From an optimization exercise on the open Yosys and OpenROAD flow, aimed at small area; shortcuts taken in it are not production practice.
Function was checked by simulation only, so behaviour that the tests miss may differ from the original.
Power figures rest on the tool's default switching activity, not on a simulated workload.

run A:
==> flow/design.v (excerpt) <==
module main(
	input clk,
	input rst,
	input btnu,
	input btnd,
	input btnl,
	input btnr,
	output [7:0] rgb,
	output hsync1,
	output vsync1,
	output reg [9:0] h_counter,
	output reg [9:0] v_counter,
	output reg [3:0] an,
	output [6:0] seg,
	output reg [1:0] direction
    );
	reg [13:0] count_2hz;
	reg clk_2hz;
	wire c2_low0 = ~|count_2hz[12:0];
	wire c2_wrap = count_2hz[13] & c2_low0;
	always @(posedge clk) begin
		if (rst) begin
			count_2hz <= 0;
			clk_2hz <= 0;
		end
		else begin
			count_2hz <= {count_2hz[12:0], count_2hz[13] ^ count_2hz[12] ^ count_2hz[11] ^ count_2hz[1] ^ c2_low0};
			if (c2_wrap)
				clk_2hz <= ~clk_2hz;
		end
	end
	wire tick_move = clk_2hz & ~count_2hz[13] & c2_low0;
	reg [11:0] fast_cnt;
	wire fast_end = (fast_cnt == 12'd877);
	always @(posedge clk) begin
		if (rst | fast_end)
			fast_cnt <= 0;
		else
			fast_cnt <= {fast_cnt[10:0], ~(fast_cnt[11] ^ fast_cnt[10] ^ fast_cnt[9] ^ fast_cnt[3])};
	end
	wire fast_rise = fast_end & (h_counter[2:0] == 3'd3);
	always @(posedge clk) begin
		if (rst) begin
			h_counter <= 0;
			v_counter <= 0;
		end
		else if (h_counter < 10'd799)
			h_counter <= h_counter + 10'd1;
		else begin
			h_counter <= 0;
			if (v_counter < 10'd520)
				v_counter <= v_counter + 10'd1;
			else
				v_counter <= 0;
		end
	end
	assign hsync1 = ~(h_counter < 10'd96);
	assign vsync1 = ~(v_counter < 10'd2);
	wire in_display = (h_counter > 10'd224) && (h_counter < 10'd706) && (v_counter > 10'd33) && (v_counter < 10'd515);
	wire is_border = (h_counter[3:0] == 4'd1) | (v_counter[3:0] == 4'd3) | (v_counter == 10'd514);
	reg [9:0] index_reg;
	reg [9:0] index_step;
	always @* begin
		if (h_counter != 10'd0)
			index_step = {9'd0, h_counter[3:0] == 4'd0};
		else if (v_counter == 10'd0)
			index_step = -10'd15;
		else if (v_counter[3:0] == 4'd3)
			index_step = -10'd19;
		else
			index_step = -10'd49;
	end
	always @(posedge clk) begin
		if (rst)
			index_reg <= 10'd935;
		else
			index_reg <= index_reg + index_step;
	end
	wire is_snake;
	wire is_food;
	reg rgb_w, rgb_s, rgb_f;
	always @(posedge clk) begin
		if (rst | ~in_display) begin
			rgb_w <= 0; rgb_s <= 0; rgb_f <= 0;
		end
		else begin
			rgb_w <= is_border;
			rgb_s <= is_border | is_snake;
			rgb_f <= is_border | is_snake | is_food;
		end
	end
	assign rgb = {rgb_w, rgb_w, rgb_s, rgb_w, rgb_w, rgb_w, rgb_f, rgb_f};
  ...
make LEC_CHECK=0 CAP_MARGIN=20 CORE_MARGIN=2 CORE_UTILIZATION=40 CTS_BUF_LIST=sky130_fd_sc_hd__clkbuf_4 CTS_CLUSTER_DIAMETER=40 CTS_CLUSTER_SIZE=10 PLACE_DENSITY=0.6 SLEW_MARGIN=20 finish   # period 12.0 ns
run.sh (not shown) runs the stock make flow with config.mk's settings and CLKGATE_MAP_FILE= SYNTH_SCRIPT=/design/flow/synth_recipe.tcl, a recipe that flattens the netlist after the stock synthesis.
In summary, run A completed successfully, with a layout that passed the timing, DRC and antenna checks.
Inputs modified between run A and run B:
- CTS_CLUSTER_SIZE removed (was 10)
- CTS_BUF_LIST removed (was sky130_fd_sc_hd__clkbuf_4)
- CTS_CLUSTER_DIAMETER removed (was 40)
==> flow/flow/run.sh (new file) <==
#!/bin/bash
# Layout flow: the standard ORFS flow (standard.sh) with these changes:
#  - synthesis maps the logic with the area-oriented ABC script flow/abc_area_map.script
#    instead of ORFS's abc_speed.script (which also buffers and upsizes), and without
#    ORFS's half/full adder cell extraction; registers are mapped as in the standard
#    synthesis (dfflibmap runs before ABC), so they keep their names and cells;
#  - the clock tree is built from clkbuf_4 cells in clusters of at most 10 sinks,
#    without dummy load cells;
#  - the port buffers that buffer_ports inserts are buf_1 cells.
# The ORFS scripts are used from a copy that differs only in the ABC script. make's
# full output goes to flow.log here; ORFS keeps each step's own log under orfs/logs/.
set -euo pipefail
here=$(pwd)
rm -rf "$here/orfs_scripts"
cp -r "$FLOW_HOME/scripts" "$here/orfs_scripts"
cp "$here/flow/abc_area_map.script" "$here/orfs_scripts/abc_speed.script"
export SCRIPTS_DIR="$here/orfs_scripts"
export ADDER_MAP_FILE=
export CTS_ARGS="-sink_clustering_enable -repair_clock_nets -sink_clustering_size 10 -sink_clustering_max_diameter 40 -buf_list sky130_fd_sc_hd__clkbuf_4 -dont_use_dummy_load"
export BUFFER_PORTS_ARGS="-buffer_cell sky130_fd_sc_hd__buf_1"
bash standard.sh > flow.log 2>&1
==> flow/flow/abc_area_map.script (new file) <==
strash
ifraig
scorr
dc2
dretime
strash
dch -f
dc2
strash
&get -n
&dch -f
&nf -R 1000
&put
==> flow/standard.sh (new file) <==
#!/bin/bash
# synth_recipe.tcl (not shown) runs the flow's synth.tcl, then flattens the netlist and writes it again
# the make line also repeats each setting of config.mk as NAME=value (left out here)
make -C /OpenROAD-flow-scripts/flow DESIGN_CONFIG=/design/flow/config.mk WORK_HOME=/design/flow/orfs CLKGATE_MAP_FILE= SYNTH_SCRIPT=/design/flow/synth_recipe.tcl "${@:-finish}"
removed: flow/run.sh
[summary]
- Lower post-synthesis sequential area ratio goes to run A over run B.
- Synthesis-to-finish area growth for run B is lower than for run A.
- Run A → run B: final cell count now sits lower, met2 layer usage reported by global route now sits lower, synthesized cell count now sits lower.
- Compared with run A, in run B initial core utilization went down by 0.39 points, first-pass GRT wire length moved down, wire length after detailed routing dropped 11%.
### run B -> run C
==> flow/flow/run.sh <==
#!/bin/bash
# Layout flow: the standard ORFS flow (standard.sh, synthesis unchanged) with two
# changes: the clock tree is built without dummy load cells, and the port buffers that
# buffer_ports inserts are the smallest buffer cell. make's full output goes to flow.log
# here; ORFS keeps each step's own log under orfs/logs/.
set -euo pipefail
export CTS_ARGS="-sink_clustering_enable -repair_clock_nets -sink_clustering_size 16 -sink_clustering_max_diameter 60 -buf_list sky130_fd_sc_hd__clkbuf_8 -dont_use_dummy_load"
export BUFFER_PORTS_ARGS="-buffer_cell sky130_fd_sc_hd__buf_1"
bash standard.sh > flow.log 2>&1
removed: flow/flow/abc_area_map.script
## What came out
- Compared with run B, run C shows initial antenna violation count lower by 1.
- Share of the cycle needed by the critical path after routing, run C and run B: higher on run C
- Adder-cell share of the synthesized area, run C and run B: lower on run B
- Global-route usage for run C: 0.48 points up relative to run B
- Per the comparison of run C with run B, initial core utilization now larger; synthesized netlist net count up 226; number of vias after detailed routing increased about 7%.
- | net total in the final layout | higher: run C |
- The higher worst hold slack of run C and run B is in run C.
- On area growth from synthesis to layout, the lower figure sits with run C, not run B.
- When run C is measured against run B, its share of the synthesized area in compound gates (AO/OA/AOI/OAI) turns out 1.4 points lower.
Input-level comparison between run D and run C:
- CORE_UTILIZATION: 40 -> 55
- PLACE_DENSITY: 0.6 -> 0.75
==> flow/flow/run.sh <==
#!/bin/bash
# Layout flow: the standard ORFS flow (standard.sh, synthesis unchanged) with two
# changes: the clock tree is built without dummy load cells, and the port buffers that
# buffer_ports inserts are the smallest buffer cell. make's full output goes to flow.log
# here; ORFS keeps each step's own log under orfs/logs/.
set -euo pipefail
export CTS_ARGS="-sink_clustering_enable -repair_clock_nets -sink_clustering_size 14 -sink_clustering_max_diameter 50 -buf_list {sky130_fd_sc_hd__clkbuf_2 sky130_fd_sc_hd__clkbuf_4 sky130_fd_sc_hd__clkbuf_8} -dont_use_dummy_load"
export BUFFER_PORTS_ARGS="-buffer_cell sky130_fd_sc_hd__buf_1"
bash standard.sh > flow.log 2>&1
==> notes.md <==
Every stage of the flow completed for run C, and the final layout passed the timing, DRC and antenna checks.
Every stage of the flow completed for run D, and the final layout passed the timing, DRC and antenna checks.
Wire length of the first global-routing pass: run D < run C
Cell row count is lower on run D
From run C to run D, number of port buffers did not move at all.
Relative to run C, run D improves clock period minus worst slack.
Measured against each other, run D and run C differ in final cell count, the lower figure coming from run D.
Here is what was changed in the inputs of run E compared with run D.
- putting CTS_CLUSTER_DIAMETER at 60 where nothing was set
- putting CTS_CLUSTER_SIZE at 16 where nothing was set
- swapping 55 for 40 in CORE_UTILIZATION
- swapping 0.75 for 0.6 in PLACE_DENSITY
- putting CTS_BUF_LIST at sky130_fd_sc_hd__clkbuf_8 where nothing was set
==> flow/run.sh (new file) <==
#!/bin/bash
# synth_recipe.tcl (not shown) runs the flow's synth.tcl, then flattens the netlist and writes it again
# the make line also repeats each setting of config.mk as NAME=value (left out here)
make -C /OpenROAD-flow-scripts/flow DESIGN_CONFIG=/design/flow/config.mk WORK_HOME=/design/flow/orfs CLKGATE_MAP_FILE= SYNTH_SCRIPT=/design/flow/synth_recipe.tcl finish
removed: flow/flow/run.sh
removed: flow/standard.sh
## What came out
Per the final summary, run E finished and its layout is clean on timing, DRC and antenna.
Delta (run E minus run D): vias after detailed routing lost 83, overall routed net length picked up an extra about 3%.
Run E ends up with a die area that is 10000 µm² higher than in run D.
A slowest library cell on the worst path of sky130_fd_sc_hd__or3_1 is what run D shows, while sky130_fd_sc_hd__clkdlybuf4s50_1 belongs to run E.
Sequential share of layout area in run E is 2.1 points lower than in run D
### run E -> run F
- CTS_BUF_LIST removed (was sky130_fd_sc_hd__clkbuf_8)
- CTS_CLUSTER_DIAMETER removed (was 60)
- CTS_CLUSTER_SIZE removed (was 16)
==> flow/flow/run.sh (new file) <==
#!/bin/bash
# Layout flow: the standard ORFS flow (standard.sh, synthesis unchanged) with two
# changes: the clock tree is built without dummy load cells, and the port buffers that
# buffer_ports inserts are the smallest buffer cell. make's full output goes to flow.log
# here; ORFS keeps each step's own log under orfs/logs/.
set -euo pipefail
export CTS_ARGS="-sink_clustering_enable -repair_clock_nets -sink_clustering_size 12 -sink_clustering_max_diameter 50 -buf_list sky130_fd_sc_hd__clkbuf_4 -dont_use_dummy_load"
export BUFFER_PORTS_ARGS="-buffer_cell sky130_fd_sc_hd__buf_1"
bash standard.sh > flow.log 2>&1
==> flow/standard.sh (new file) <==
#!/bin/bash
# synth_recipe.tcl (not shown) runs the flow's synth.tcl, then flattens the netlist and writes it again
# the make line also repeats each setting of config.mk as NAME=value (left out here)
make -C /OpenROAD-flow-scripts/flow DESIGN_CONFIG=/design/flow/config.mk WORK_HOME=/design/flow/orfs CLKGATE_MAP_FILE= SYNTH_SCRIPT=/design/flow/synth_recipe.tcl "${@:-finish}"
removed: flow/run.sh
Notes after the runs:
- Higher number of global-route vias before repair was reported by run F, not run E.
- Run F: flow completed, timing, DRC and antenna clean
- | post-route worst setup slack | run F vs run E | better |
- Compared with run E, run F shows a higher setup skew after layout.
- Diff run F and run E: wire length lower in run E
- Total power after layout (lower): run F

* * *

Another version of the RTL of main (not shown whole).
For scale: roughly 1200 cells after synthesis, roughly 49 I/O pins.
## main
module main(
	input clk,
	input rst,
	input btnu,
	input btnd,
	input btnl,
	input btnr,
	output [7:0] rgb,
	output hsync1,
	output vsync1,
	output reg [9:0] h_counter,
	output reg [9:0] v_counter,
	output reg [3:0] an,
	output [6:0] seg,
	output reg [1:0] direction
    );
clock: 12.0 ns
lec_check: 0
cap_margin: 20
core_margin: 2
core_utilization: 40
place_density: 0.6
slew_margin: 20
standard.sh (not shown) runs the stock make flow with config.mk's settings and CLKGATE_MAP_FILE= SYNTH_SCRIPT=/design/flow/synth_recipe.tcl, a recipe that flattens the netlist after the stock synthesis.
==> flow/flow/run.sh <==
#!/bin/bash
# Layout flow: the standard ORFS flow (standard.sh) with these changes:
#  - synthesis maps the logic with the area-oriented ABC script flow/abc_area_map.script
#    (two rounds of ABC's &deepsyn, 150 s each, then area-relaxed &nf mapping) instead
#    of ORFS's abc_speed.script (which also buffers and upsizes), and without ORFS's
#    half/full adder cell extraction; registers are mapped as in the standard synthesis
#    (dfflibmap runs before ABC), so they keep their names and cells;
#  - the clock tree is built from clkbuf_4 cells in clusters of at most 12 sinks,
#    without dummy load cells;
#  - the port buffers that buffer_ports inserts are buf_1 cells.
# The ORFS scripts are used from a copy that differs only in the ABC script. make's
# full output goes to flow.log here; ORFS keeps each step's own log under orfs/logs/.
set -euo pipefail
here=$(pwd)
rm -rf "$here/orfs_scripts"
cp -r "$FLOW_HOME/scripts" "$here/orfs_scripts"
cp "$here/flow/abc_area_map.script" "$here/orfs_scripts/abc_speed.script"
export SCRIPTS_DIR="$here/orfs_scripts"
export ADDER_MAP_FILE=
export CTS_ARGS="-sink_clustering_enable -repair_clock_nets -sink_clustering_size 12 -sink_clustering_max_diameter 45 -buf_list sky130_fd_sc_hd__clkbuf_4 -dont_use_dummy_load"
export BUFFER_PORTS_ARGS="-buffer_cell sky130_fd_sc_hd__buf_1"
bash standard.sh > flow.log 2>&1
==> flow/flow/abc_area_map.script <==
strash
ifraig
scorr
dc2
dretime
strash
&get -n
&deepsyn -T 150
&put
dc2
&get -n
&deepsyn -T 150 -S 7
&put
dch -f
&get -n
&dch -f
&nf -R 1000 -p
&put
Then changed:
==> flow/flow/run.sh (replaced) <==
#!/bin/bash
# Layout flow: the standard ORFS flow (standard.sh) with these changes:
#  - synthesis maps the logic with the area-oriented ABC script flow/abc_area_map.script
#    instead of ORFS's abc_speed.script (which also buffers and upsizes), and without
#    ORFS's half/full adder cell extraction; registers are mapped as in the standard
#    synthesis (dfflibmap runs before ABC), so they keep their names and cells;
#  - the clock tree is built from clkbuf_4 cells in clusters of at most 10 sinks,
#    without dummy load cells;
#  - the port buffers that buffer_ports inserts are buf_1 cells.
# The ORFS scripts are used from a copy that differs only in the ABC script. make's
# full output goes to flow.log here; ORFS keeps each step's own log under orfs/logs/.
set -euo pipefail
here=$(pwd)
rm -rf "$here/orfs_scripts"
cp -r "$FLOW_HOME/scripts" "$here/orfs_scripts"
cp "$here/flow/abc_area_map.script" "$here/orfs_scripts/abc_speed.script"
export SCRIPTS_DIR="$here/orfs_scripts"
export ADDER_MAP_FILE=
export CTS_ARGS="-sink_clustering_enable -repair_clock_nets -sink_clustering_size 10 -sink_clustering_max_diameter 40 -buf_list sky130_fd_sc_hd__clkbuf_4 -dont_use_dummy_load"
export BUFFER_PORTS_ARGS="-buffer_cell sky130_fd_sc_hd__buf_1"
bash standard.sh > flow.log 2>&1
==> flow/flow/abc_area_map.script (replaced) <==
strash
ifraig
scorr
dc2
dretime
strash
&get -n
&deepsyn -T 150
&put
dch -f
&get -n
&dch -f
&nf -R 1000 -p
&put
Cell area goes up by 0.96%.
Cell count goes up by 0.53%.
Combinational power goes down by about 4%.
Non-clock buffer count goes up by 1.
Power goes up by 2.3%.
First-iteration DRC count goes up by 5.4%.
Global-route usage goes up by 0.41 points.
Fmax goes down by 2.2%.
Routed wire length goes up by 2.2%.

* * *

main again, from the RTL that the note above started with.
==> flow/config.mk <==
export PLATFORM = sky130hd
export DESIGN_NAME = main
export DESIGN_NICKNAME = main
export VERILOG_FILES = /design/flow/design.v
export SDC_FILE = /design/flow/constraint.sdc
export NUM_CORES = 4
export LEC_CHECK = 0
export CAP_MARGIN = 20
export CORE_MARGIN = 2
export CORE_UTILIZATION = 40
export PLACE_DENSITY = 0.6
export SLEW_MARGIN = 20
==> flow/constraint.sdc <==
create_clock -name core_clock -period 12.0 [get_ports {clk}]
set_input_delay 2.4000 -clock core_clock [delete_from_list [all_inputs] [get_ports {clk}]]
set_output_delay 2.4000 -clock core_clock [all_outputs]
set_load 0.01 [all_outputs]
==> flow/flow/run.sh <==
#!/bin/bash
# Layout flow: the standard ORFS flow (standard.sh) with these changes:
#  - synthesis maps the logic with the area-oriented ABC script flow/abc_area_map.script
#    instead of ORFS's abc_speed.script (which also buffers and upsizes), and without
#    ORFS's half/full adder cell extraction; registers are mapped as in the standard
#    synthesis (dfflibmap runs before ABC), so they keep their names and cells;
#  - the clock tree is built from clkbuf_4 cells in clusters of at most 10 sinks,
#    without dummy load cells;
#  - the port buffers that buffer_ports inserts are buf_1 cells.
# The ORFS scripts are used from a copy that differs only in the ABC script. make's
# full output goes to flow.log here; ORFS keeps each step's own log under orfs/logs/.
set -euo pipefail
here=$(pwd)
rm -rf "$here/orfs_scripts"
cp -r "$FLOW_HOME/scripts" "$here/orfs_scripts"
cp "$here/flow/abc_area_map.script" "$here/orfs_scripts/abc_speed.script"
export SCRIPTS_DIR="$here/orfs_scripts"
export ADDER_MAP_FILE=
export CTS_ARGS="-sink_clustering_enable -repair_clock_nets -sink_clustering_size 10 -sink_clustering_max_diameter 40 -buf_list sky130_fd_sc_hd__clkbuf_4 -dont_use_dummy_load"
export BUFFER_PORTS_ARGS="-buffer_cell sky130_fd_sc_hd__buf_1"
bash standard.sh > flow.log 2>&1
==> flow/flow/abc_area_map.script <==
strash
ifraig
scorr
dc2
dretime
strash
dch -f
dc2
strash
&get -n
&dch -f
&nf -R 1000
&put
Then changed:
--- a/flow/flow/run.sh
+++ b/flow/flow/run.sh
@@ -2,7 +2,8 @@
 # Layout flow: the standard ORFS flow (standard.sh) with these changes:
 #  - synthesis maps the logic with the area-oriented ABC script flow/abc_area_map.script
-#    instead of ORFS's abc_speed.script (which also buffers and upsizes), and without
-#    ORFS's half/full adder cell extraction; registers are mapped as in the standard
-#    synthesis (dfflibmap runs before ABC), so they keep their names and cells;
+#    (two rounds of ABC's &deepsyn, 150 s each, then area-relaxed &nf mapping) instead
+#    of ORFS's abc_speed.script (which also buffers and upsizes), and without ORFS's
+#    half/full adder cell extraction; registers are mapped as in the standard synthesis
+#    (dfflibmap runs before ABC), so they keep their names and cells;
 #  - the clock tree is built from clkbuf_4 cells in clusters of at most 10 sinks,
 #    without dummy load cells;
==> flow/flow/abc_area_map.script (replaced) <==
strash
ifraig
scorr
dc2
dretime
strash
&get -n
&deepsyn -T 150
&put
dc2
&get -n
&deepsyn -T 150 -S 7
&put
dch -f
&get -n
&dch -f
&nf -R 1000 -p
&put
Result:
- sequential cell count is unchanged
- die area falls by 1.9%
- synthesized cell count fell by 2.6%
- cell count falls by about 1.7%
- worst setup slack is better by 0.42 ns
- global-route usage grows by 0.59 points
- via count falls by 1.4%
- utilization shrinks by 0.48 points
Then changed:
--- a/flow/flow/run.sh
+++ b/flow/flow/run.sh
@@ -2,8 +2,7 @@
 # Layout flow: the standard ORFS flow (standard.sh) with these changes:
 #  - synthesis maps the logic with the area-oriented ABC script flow/abc_area_map.script
-#    (two rounds of ABC's &deepsyn, 150 s each, then area-relaxed &nf mapping) instead
-#    of ORFS's abc_speed.script (which also buffers and upsizes), and without ORFS's
-#    half/full adder cell extraction; registers are mapped as in the standard synthesis
-#    (dfflibmap runs before ABC), so they keep their names and cells;
+#    instead of ORFS's abc_speed.script (which also buffers and upsizes), and without
+#    ORFS's half/full adder cell extraction; registers are mapped as in the standard
+#    synthesis (dfflibmap runs before ABC), so they keep their names and cells;
 #  - the clock tree is built from clkbuf_4 cells in clusters of at most 10 sinks,
 #    without dummy load cells;
==> flow/flow/abc_area_map.script (replaced) <==
strash
ifraig
scorr
dc2
dretime
strash
balance
rewrite -l
refactor -l
balance -l
rewrite -l
rewrite -z -l
balance -l
refactor -z -l
rewrite -z -l
balance -l
dch -f
dc2
strash
&get -n
&dch -f
&nf -R 1000 -p
&put
The changed run produced a clean layout.
Wire length is higher by 1.9%.
Global-route usage is about the same.
Cell count rises by 1.6%.
Cell area is higher by 1.8%.
Setup slack degrades by 0.13 ns.
Die area is higher by 1.6%.
Area after synthesis rose by 1.6%.
Maximum frequency falls by 2.9%.
Power rises by 1.1%.
Register-to-register slack loses 0.32 ns.
Count of clock-buffer cells in the layout grows by 1.
Then changed:
==> flow/flow/abc_area_map.script (replaced) <==
strash
ifraig
scorr
dc2
dretime
strash
&get -n
&deepsyn -T 150
&put
dc2
&get -n
&deepsyn -T 150 -S 7
&put
dch -f
&get -n
&dch -f
&nf -R 1000 -p
&put
Design area came out lower by 1.8%.
Power fell by 1.1%.
Worst setup slack gains 0.13 ns.
Synthesized area decreases by 1.6%.
Sequential power stays flat.
Fmax goes up by 3.0%.
Then changed:
==> flow/run.sh (new file) <==
#!/bin/bash
# synth_recipe.tcl (not shown) runs the flow's synth.tcl, then flattens the netlist and writes it again
# the make line also repeats each setting of config.mk as NAME=value (left out here)
make -C /OpenROAD-flow-scripts/flow DESIGN_CONFIG=/design/flow/config.mk WORK_HOME=/design/flow/orfs CLKGATE_MAP_FILE= SYNTH_SCRIPT=/design/flow/synth_recipe.tcl finish
Settings changed: CTS_BUF_LIST set to sky130_fd_sc_hd__clkbuf_8, CTS_CLUSTER_DIAMETER set to 60, CTS_CLUSTER_SIZE set to 16.
removed: flow/flow/run.sh
removed: flow/flow/abc_area_map.script
removed: flow/standard.sh
After rerunning:
- routed wire length went up by 14%
- maximum frequency went down by 6.5%
- worst setup slack gets worse by 0.31 ns
- total power went up by 16%
- cell area went up by 17%
- die area went up by 15%
- global-route usage went up by 0.10 points
- non-clock buffer count went up by 1
- critical path depth went down by 4

==> what the ideal ports hide <==
The flow's constraints put no driver on any port. The routed layouts listed below were extracted and timed again, unchanged, in two steps. Step 1 assumes that a clkbuf_16 drives the clock port and a buf_2 every other input. Step 2 adds t to the input delays and takes it off the output delays; t is the mean of the earliest and latest rising clock arrival at the registers after step 1. Input paths then give back, and output paths get back, about the clock's delay inside the block. a / b / c = no drivers / after step 1 / after step 2; a / b = the first two.
run | t (ns) | setup slack, ns | clock arrival spread, ns
run A | 0.807 | 6.628 / 6.583 / 7.390 | 0.061 / 0.061
run B | 0.731 | 7.542 / 7.498 / 7.625 | 0.091 / 0.091
run C | 0.588 | 7.214 / 7.164 / 7.560 | 0.070 / 0.070
run D | 0.571 | 7.243 / 7.198 / 7.743 | 0.070 / 0.070
run E | 0.601 | 6.851 / 6.805 / 7.406 | 0.044 / 0.045
run F | 0.710 | 7.064 / 7.018 / 7.583 | 0.079 / 0.079
the first run of note 2 | 0.708 | 7.575 / 7.595 / 6.887 | 0.128 / 0.128
the second run of note 2 | 0.712 | 7.474 / 7.429 / 7.759 | 0.132 / 0.133
the first run of note 3 | 0.687 | 7.163 / 7.163 / 7.120 | 0.164 / 0.164
the second run of note 3 | 0.667 | 7.581 / 7.600 / 6.933 | 0.179 / 0.179
the third run of note 3 | 0.722 | 7.448 / 7.400 / 6.783 | 0.170 / 0.171
the fourth run of note 3 | 0.667 | 7.581 / 7.600 / 6.933 | 0.179 / 0.179
the fifth run of note 3 | 0.605 | 7.274 / 7.228 / 7.156 | 0.034 / 0.033
After both steps setup and hold are still met in every run listed. For the first run of note 2, which loses most, drivers alone change the setup slack by +0.020 ns; drivers and shift together by -0.688 ns.
